What follows belongs to an exercise in optimizing a design on an open flow for small area, a short achievable clock period and few clock cycles; a production flow would make more cautious choices. Only simulation tests tie the RTL to the original design; equivalence was not proved. No activity file was given, so power comes from the tool's default toggle rates.

Design ariscv, start of the top module:
module ariscv #(
   parameter NBW_ACLK      = 6,
   parameter NBW_INST      = 32,
   parameter NBW_REGISTER  = 32,
   parameter NBW_ADDR      = 5,
   parameter NBW_PC        = 32
)(
   input  logic                        clk,
   input  logic                        rst_async_n,
   input  logic [NBW_INST-1:0]         i_inst,
   output logic [NBW_PC-1:0]           o_pc,
   output logic [NBW_REGISTER-1:0]     o_writeData,
   output logic [NBW_REGISTER-1:0]     o_writeAddr,
   output logic                        o_memWrite,
   output logic [2:0]                  o_writeWidth,
   input  logic [NBW_REGISTER-1:0]     i_readData
);
   localparam logic [4:0] OP_LOAD = 5'b00000, OP_STORE = 5'b01000, OP_BRANCH = 5'b11000,
                          OP_JALR = 5'b11001, OP_JAL   = 5'b11011, OP_OPIMM  = 5'b00100,
                          OP_OP   = 5'b01100, OP_AUIPC = 5'b00101, OP_LUI    = 5'b01101;
   logic          x_redirect;
   logic [11:2]   x_target;
   logic          d_stall;
   logic [11:2]   pc_q;
   logic [4:0]    f_op;
  ...
Size in the first run: ~4500 cells after synthesis, roughly 0.058 mm² of cells after synthesis.
==> flow/config.mk <==
export PLATFORM = sky130hd
export DESIGN_NAME = ariscv
export DESIGN_NICKNAME = ariscv
export VERILOG_FILES = /design/flow/design.v
export SDC_FILE = /design/flow/constraint.sdc
export NUM_CORES = 8
export LEC_CHECK = 0
export CAP_MARGIN = 20
export CORE_MARGIN = 2
export CORE_UTILIZATION = 40
export SLEW_MARGIN = 20
==> flow/constraint.sdc <==
create_clock -name core_clock -period 11.0 [get_ports {clk}]
set_input_delay 2.2000 -clock core_clock [delete_from_list [all_inputs] [get_ports {clk}]]
set_output_delay 2.2000 -clock core_clock [all_outputs]
set_load 0.01 [all_outputs]
standard.sh (not shown) runs the stock make flow with config.mk's settings and CLKGATE_MAP_FILE= SYNTH_SCRIPT=/design/flow/synth_recipe.tcl, a recipe that flattens the netlist after the stock synthesis.
==> flow/flow/run.sh <==
#!/bin/bash
# The standard layout, with the resizer asked for more setup slack than
# the 11 ns clock needs. The SDC and every other setting are the standard flow's own.
# ORFS writes each step's log under orfs/logs/; the make output goes to flow.log.
set -o pipefail
bash standard.sh SETUP_SLACK_MARGIN=7 finish > flow.log 2>&1
The baseline reached the layout checks and failed them: max-capacitance violations, max-slew violations.
Testbench counts at the start, summed over its fixed seeds: cycles 367,173.
Edit:
--- a/flow/flow/run.sh
+++ b/flow/flow/run.sh
@@ -4,3 +4,3 @@
 # ORFS writes each step's log under orfs/logs/; the make output goes to flow.log.
 set -o pipefail
-bash standard.sh SETUP_SLACK_MARGIN=7 finish > flow.log 2>&1
+bash standard.sh SETUP_SLACK_MARGIN=7.5 finish > flow.log 2>&1
Effect: This time the run ran to the end with no violations. Sequential cell count does not change. Routed wire length came out higher by a few percent. Utilization came out higher by 2.8 points.

========
## P
Another version of the RTL of ariscv (not shown whole).
Settings: LEC_CHECK=0, CAP_MARGIN=35, CORE_MARGIN=2, CORE_UTILIZATION=40, SLEW_MARGIN=35, SYNTH_HIERARCHICAL=1, SYNTH_MINIMUM_KEEP_SIZE=0; clock period 11.0 ns.
==> flow/flow/run.sh <==
#!/bin/bash
# The standard layout (standard.sh: its synthesis and ORFS steps, its SDC),
# with these changes to how the layout is made:
#  - the resizer is asked for more setup slack than the 11 ns clock needs;
#  - no gate cloning in timing repair (clones added after the last design
#    repair could leave slew violations);
#  - CTS without dummy loads, with larger sink clusters;
#  - ports buffered with buf_2 instead of the default delay buffer.
# ORFS writes each step's log under orfs/logs/; make's output goes to flow.log.
set -o pipefail
bash standard.sh SETUP_SLACK_MARGIN=7.4 SKIP_GATE_CLONING=1 \
  "CTS_ARGS=-sink_clustering_enable -repair_clock_nets -dont_use_dummy_load -sink_clustering_size 25 -sink_clustering_max_diameter 100 -buf_list {sky130_fd_sc_hd__clkbuf_8 sky130_fd_sc_hd__clkbuf_16}" \
  "BUFFER_PORTS_ARGS=-buffer_cell sky130_fd_sc_hd__buf_2" \
  finish > flow.log 2>&1
Testbench counts of P, summed over its fixed seeds: cycles 365,440.
Modified inputs, Q compared to P
==> flow/flow/run.sh <==
#!/bin/bash
# The standard layout (standard.sh: its synthesis and ORFS steps, its SDC),
# with these changes to how the layout is made:
#  - the resizer is asked for more setup slack than the 11 ns clock needs;
#  - CTS without dummy loads, with larger sink clusters;
#  - ports buffered with buf_2 instead of the default delay buffer.
# ORFS writes each step's log under orfs/logs/; make's output goes to flow.log.
set -o pipefail
bash standard.sh SETUP_SLACK_MARGIN=7 \
  "CTS_ARGS=-sink_clustering_enable -repair_clock_nets -dont_use_dummy_load -sink_clustering_size 25 -sink_clustering_max_diameter 100 -buf_list {sky130_fd_sc_hd__clkbuf_8 sky130_fd_sc_hd__clkbuf_16}" \
  "BUFFER_PORTS_ARGS=-buffer_cell sky130_fd_sc_hd__buf_2" \
  finish > flow.log 2>&1
- Q went all the way through the flow, and no timing, DRC or antenna check failed.
- P completed; timing, DRC and antenna clean
- Global-route wire length before repair of Q falls short of that of P by a few percent.
- Clock sink total came out exactly the same in Q and P.
- Summary of Q over P: post-route worst hold slack lower, minimum setup slack after placement higher, length in cells of the worst reg-to-reg path lower.
- There was hardly any difference in placed cell count between Q and P.
- Delta(final area, Q - P) < 0
- Q: power share of the clock group is 1.1 points higher than what P reported.
- As far as synthesized cell count goes, P and Q are indistinguishable; the numbers are identical.
[inputs] R vs Q
==> flow/flow/run.sh <==
#!/bin/bash
# The standard layout (standard.sh: its synthesis and ORFS steps, its SDC),
# with these changes to how the layout is made:
#  - the resizer is asked for more setup slack than the 11 ns clock needs;
#  - no gate cloning in timing repair (clones added after the last design
#    repair could leave slew violations);
#  - CTS without dummy loads, with larger sink clusters;
#  - ports buffered with buf_2 instead of the default delay buffer.
# ORFS writes each step's log under orfs/logs/; make's output goes to flow.log.
set -o pipefail
bash standard.sh SETUP_SLACK_MARGIN=6.7 SKIP_GATE_CLONING=1 \
  "CTS_ARGS=-sink_clustering_enable -repair_clock_nets -dont_use_dummy_load -sink_clustering_size 25 -sink_clustering_max_diameter 100 -buf_list {sky130_fd_sc_hd__clkbuf_8 sky130_fd_sc_hd__clkbuf_16}" \
  "BUFFER_PORTS_ARGS=-buffer_cell sky130_fd_sc_hd__buf_2" \
  finish > flow.log 2>&1
### Flow results
Relative to Q, overall track demand over capacity in global routing has increased by 0.33 points in R. Going from Q to R, combinational group share of total power shrinks by 0.5 points. Summary — final area, R relative to Q: lower, by about 1.3%. Lower number of antenna violations at the first check in global routing among Q and R: R. Against Q, R reports a met3 track utilization from global routing that is lower.
The following lists how S was set up differently from R:
diff --git a/flow/flow/run.sh b/flow/flow/run.sh
--- a/flow/flow/run.sh
+++ b/flow/flow/run.sh
@@ -9,5 +9,5 @@
 # ORFS writes each step's log under orfs/logs/; make's output goes to flow.log.
 set -o pipefail
-bash standard.sh SETUP_SLACK_MARGIN=6.7 SKIP_GATE_CLONING=1 \
+bash standard.sh SETUP_SLACK_MARGIN=7.2 SKIP_GATE_CLONING=1 \
   "CTS_ARGS=-sink_clustering_enable -repair_clock_nets -dont_use_dummy_load -sink_clustering_size 25 -sink_clustering_max_diameter 100 -buf_list {sky130_fd_sc_hd__clkbuf_8 sky130_fd_sc_hd__clkbuf_16}" \
   "BUFFER_PORTS_ARGS=-buffer_cell sky130_fd_sc_hd__buf_2" \
[summary]
Compared to R, S has share of the cycle needed by the critical path after routing 2.6 points lower. Cmp S vs R: number of inserted filler cells in the final layout lower in S. S ended up with sky130_fd_sc_hd__or4_1 as its cell type of the slowest stage on the worst timing path; R ended up with sky130_fd_sc_hd__dfxtp_4. Compared with R, S ends up with more cell area.

========
ariscv, a different RTL version from the one above (not shown whole).
For scale: roughly 4200 cells after synthesis, about 58000 µm² of cells after synthesis.
## ariscv
module ariscv #(
   parameter NBW_ACLK      = 6,
   parameter NBW_INST      = 32,
   parameter NBW_REGISTER  = 32,
   parameter NBW_ADDR      = 5,
   parameter NBW_PC        = 32
)(
   input  logic                        clk,
   input  logic                        rst_async_n,
   input  logic [NBW_INST-1:0]         i_inst,
   output logic [NBW_PC-1:0]           o_pc,
   output logic [NBW_REGISTER-1:0]     o_writeData,
   output logic [NBW_REGISTER-1:0]     o_writeAddr,
   output logic                        o_memWrite,
   output logic [2:0]                  o_writeWidth,
   input  logic [NBW_REGISTER-1:0]     i_readData
);
   localparam logic [4:0] OP_LOAD = 5'b00000, OP_STORE = 5'b01000, OP_BRANCH = 5'b11000,
                          OP_JALR = 5'b11001, OP_JAL   = 5'b11011, OP_OPIMM  = 5'b00100,
                          OP_OP   = 5'b01100, OP_AUIPC = 5'b00101, OP_LUI    = 5'b01101;
   logic          x_redirect;
   logic [31:0]   x_sum, x_rest;
   logic          x_sel_sum;
   logic [11:2]   x_target;
   logic          d_replay;
   logic [11:2]   pc_q;
   logic [4:0]    f_op;
   logic          f_jal, f_br, f_pred, f_auipc, f_rs2;
   logic [11:2]   f_tj, f_tb, f_target;
   logic [12:2]   f_pc4;
   logic [12:2]   f_alt;
   assign o_pc = {20'd0, pc_q, 2'b00};
   assign f_op    = i_inst[6:2];
   assign f_jal   = (f_op == OP_JAL);
   assign f_br    = (f_op == OP_BRANCH) & (i_inst[31] | i_inst[12]);
   assign f_pred  = f_jal | f_br;
   assign f_auipc = (f_op == OP_AUIPC);
   assign f_rs2   = (f_op == OP_OP) | (f_op == OP_BRANCH) | (f_op == OP_STORE);
   add_sk #(.W(10)) uu_tj (.i_a(pc_q), .i_b({i_inst[20], i_inst[30:22]}), .i_cin(1'b0), .o_sum(f_tj), .o_cout());
   add_sk #(.W(10)) uu_tb (.i_a(pc_q), .i_b({i_inst[7], i_inst[30:25], i_inst[11:9]}), .i_cin(1'b0), .o_sum(f_tb), .o_cout());
   assign f_target = f_jal ? f_tj : f_tb;
   assign f_pc4   = {1'b0, pc_q} + 11'd1;
   assign f_alt   = (f_auipc | (f_op == OP_LOAD) | (f_op == OP_STORE)) ? {1'b0, pc_q} : (f_pred | (f_op != OP_BRANCH)) ? f_pc4 : {1'b0, f_tb};
   always_ff @(posedge clk or negedge rst_async_n) begin
      if (!rst_async_n)    pc_q <= '0;
      else if (x_redirect) pc_q <= x_target;
      else if (d_replay)    pc_q <= d_alt[11:2];
  ...
clock: 11.0 ns
lec_check: 0
cap_margin: 35
core_margin: 2
core_utilization: 40
slew_margin: 35
synth_hierarchical: 1
synth_minimum_keep_size: 0
==> flow/flow/run.sh <==
#!/bin/bash
# The standard layout (standard.sh: its synthesis and ORFS steps, its SDC),
# with these changes to how the layout is made:
#  - the resizer is asked for more setup slack than the 11 ns clock needs;
#  - no gate cloning in timing repair (clones added after the last design
#    repair could leave slew violations);
#  - CTS without dummy loads, with larger sink clusters;
#  - ports buffered with buf_2 instead of the default delay buffer.
# ORFS writes each step's log under orfs/logs/; make's output goes to flow.log.
set -o pipefail
bash standard.sh SETUP_SLACK_MARGIN=7.5 SKIP_GATE_CLONING=1 \
  "CTS_ARGS=-sink_clustering_enable -repair_clock_nets -dont_use_dummy_load -sink_clustering_size 25 -sink_clustering_max_diameter 100 -buf_list {sky130_fd_sc_hd__clkbuf_8 sky130_fd_sc_hd__clkbuf_16}" \
  "BUFFER_PORTS_ARGS=-buffer_cell sky130_fd_sc_hd__buf_2" \
  finish > flow.log 2>&1
Testbench counts at the start, summed over its fixed seeds: cycles 365,440.
Rerun with:
--- a/flow/flow/run.sh
+++ b/flow/flow/run.sh
@@ -11 +11 @@
-bash standard.sh SETUP_SLACK_MARGIN=7.5 SKIP_GATE_CLONING=1 \
+bash standard.sh SETUP_SLACK_MARGIN=7.2 SKIP_GATE_CLONING=1 \
=> Global-route usage goes down by 0.62 points; register-to-register slack loses 0.07 ns; total power went down by about 3.6%; clock-buffer cell count drops by 1; routed wire length decreases by about 2%; cell area decreases by about 3%; final cell count goes down by 1.3%; hold slack hardly moves; area after synthesis stays the same; fmax falls by 1.8%; die area stays the same.
Rerun with:
--- a/flow/flow/run.sh
+++ b/flow/flow/run.sh
@@ -11 +11 @@
-bash standard.sh SETUP_SLACK_MARGIN=7.2 SKIP_GATE_CLONING=1 \
+bash standard.sh SETUP_SLACK_MARGIN=7.3 SKIP_GATE_CLONING=1 \
Outcome: The new run passed the timing, design-rule and antenna checks. Total power rises by 0.80%. Clock skew fell by 0.030 ns. Die area stays the same. Wire length increases by about 1.6%.

========
Starting RTL as in the previous note.
==> flow/config.mk <==
export PLATFORM = sky130hd
export DESIGN_NAME = ariscv
export DESIGN_NICKNAME = ariscv
export VERILOG_FILES = /design/flow/design.v
export SDC_FILE = /design/flow/constraint.sdc
export NUM_CORES = 8
export LEC_CHECK = 0
export CAP_MARGIN = 35
export CORE_MARGIN = 2
export CORE_UTILIZATION = 40
export SLEW_MARGIN = 35
export SYNTH_HIERARCHICAL = 1
export SYNTH_MINIMUM_KEEP_SIZE = 0
==> flow/constraint.sdc <==
create_clock -name core_clock -period 11.0 [get_ports {clk}]
set_input_delay 2.2000 -clock core_clock [delete_from_list [all_inputs] [get_ports {clk}]]
set_output_delay 2.2000 -clock core_clock [all_outputs]
set_load 0.01 [all_outputs]
==> flow/flow/run.sh <==
#!/bin/bash
# The standard layout (standard.sh: its synthesis and ORFS steps, its SDC),
# with these changes to how the layout is made:
#  - the resizer is asked for more setup slack than the 11 ns clock needs;
#  - no gate cloning in timing repair (clones added after the last design
#    repair could leave slew violations);
#  - CTS without dummy loads, with larger sink clusters;
#  - ports buffered with buf_2 instead of the default delay buffer.
# ORFS writes each step's log under orfs/logs/; make's output goes to flow.log.
set -o pipefail
bash standard.sh SETUP_SLACK_MARGIN=7.8 SKIP_GATE_CLONING=1 \
  "CTS_ARGS=-sink_clustering_enable -repair_clock_nets -dont_use_dummy_load -sink_clustering_size 25 -sink_clustering_max_diameter 100 -buf_list {sky130_fd_sc_hd__clkbuf_8 sky130_fd_sc_hd__clkbuf_16}" \
  "BUFFER_PORTS_ARGS=-buffer_cell sky130_fd_sc_hd__buf_2" \
  finish > flow.log 2>&1
Testbench counts at the start, summed over its fixed seeds: cycles 365,440.
==> next run, changes <==
--- a/flow/flow/run.sh
+++ b/flow/flow/run.sh
@@ -9,5 +9,5 @@
 # ORFS writes each step's log under orfs/logs/; make's output goes to flow.log.
 set -o pipefail
-bash standard.sh SETUP_SLACK_MARGIN=7.8 SKIP_GATE_CLONING=1 \
+bash standard.sh SETUP_SLACK_MARGIN=7 SKIP_GATE_CLONING=1 \
   "CTS_ARGS=-sink_clustering_enable -repair_clock_nets -dont_use_dummy_load -sink_clustering_size 25 -sink_clustering_max_diameter 100 -buf_list {sky130_fd_sc_hd__clkbuf_8 sky130_fd_sc_hd__clkbuf_16}" \
   "BUFFER_PORTS_ARGS=-buffer_cell sky130_fd_sc_hd__buf_2" \
What happened: The changed run completed without violations; flip-flop and latch count is unchanged; final cell count went down by a few percent; area after synthesis does not change; maximum frequency went down slightly; core utilization went down by 4.1 points; hold slack hardly moves; total power went down by a little under a tenth; critical path depth went down by 8; setup slack is worse by 0.053 ns; cell area went down by a little under a tenth; via count went down by a few percent.

## static timing again, ports no longer ideal
The results above use ideal ports. As a check the final layouts listed here were re-extracted and re-timed, cells and wires unchanged.
Step 1: set_driving_cell puts a clkbuf_16 on clk and a buf_2 on each other input, an assumption about the parent block.
Step 2 adds t to the input delays and takes it off the output delays; t is the mean of the earliest and latest rising clock arrival at the registers after step 1. Input paths then give back, and output paths get back, about the clock's delay inside the block.
Three values: ideal ports, drivers, drivers and shift; two values: the first two.
run	shift t [ns]	setup WS [ns]	worst slew at a driven data input, ns
the first run of note 1	0.818	6.892 / 6.892 / 6.289	0.07
the second run of note 1	0.831	7.068 / 7.068 / 6.385	0.07
P	0.769	7.066 / 7.066 / 6.443	0.13
Q	0.757	7.012 / 7.012 / 6.329	0.12
R	0.756	6.811 / 6.734 / 6.269	0.13
S	0.758	7.099 / 7.099 / 6.490	0.13
the first run of note 3	0.771	7.247 / 7.218 / 6.650	0.11
the second run of note 3	0.736	7.178 / 7.161 / 6.634	0.12
the third run of note 3	0.774	7.189 / 7.189 / 6.616	0.12
the first run of note 4	0.771	7.065 / 7.021 / 6.618	0.11
the second run of note 4	0.770	7.012 / 7.012 / 6.355	0.12
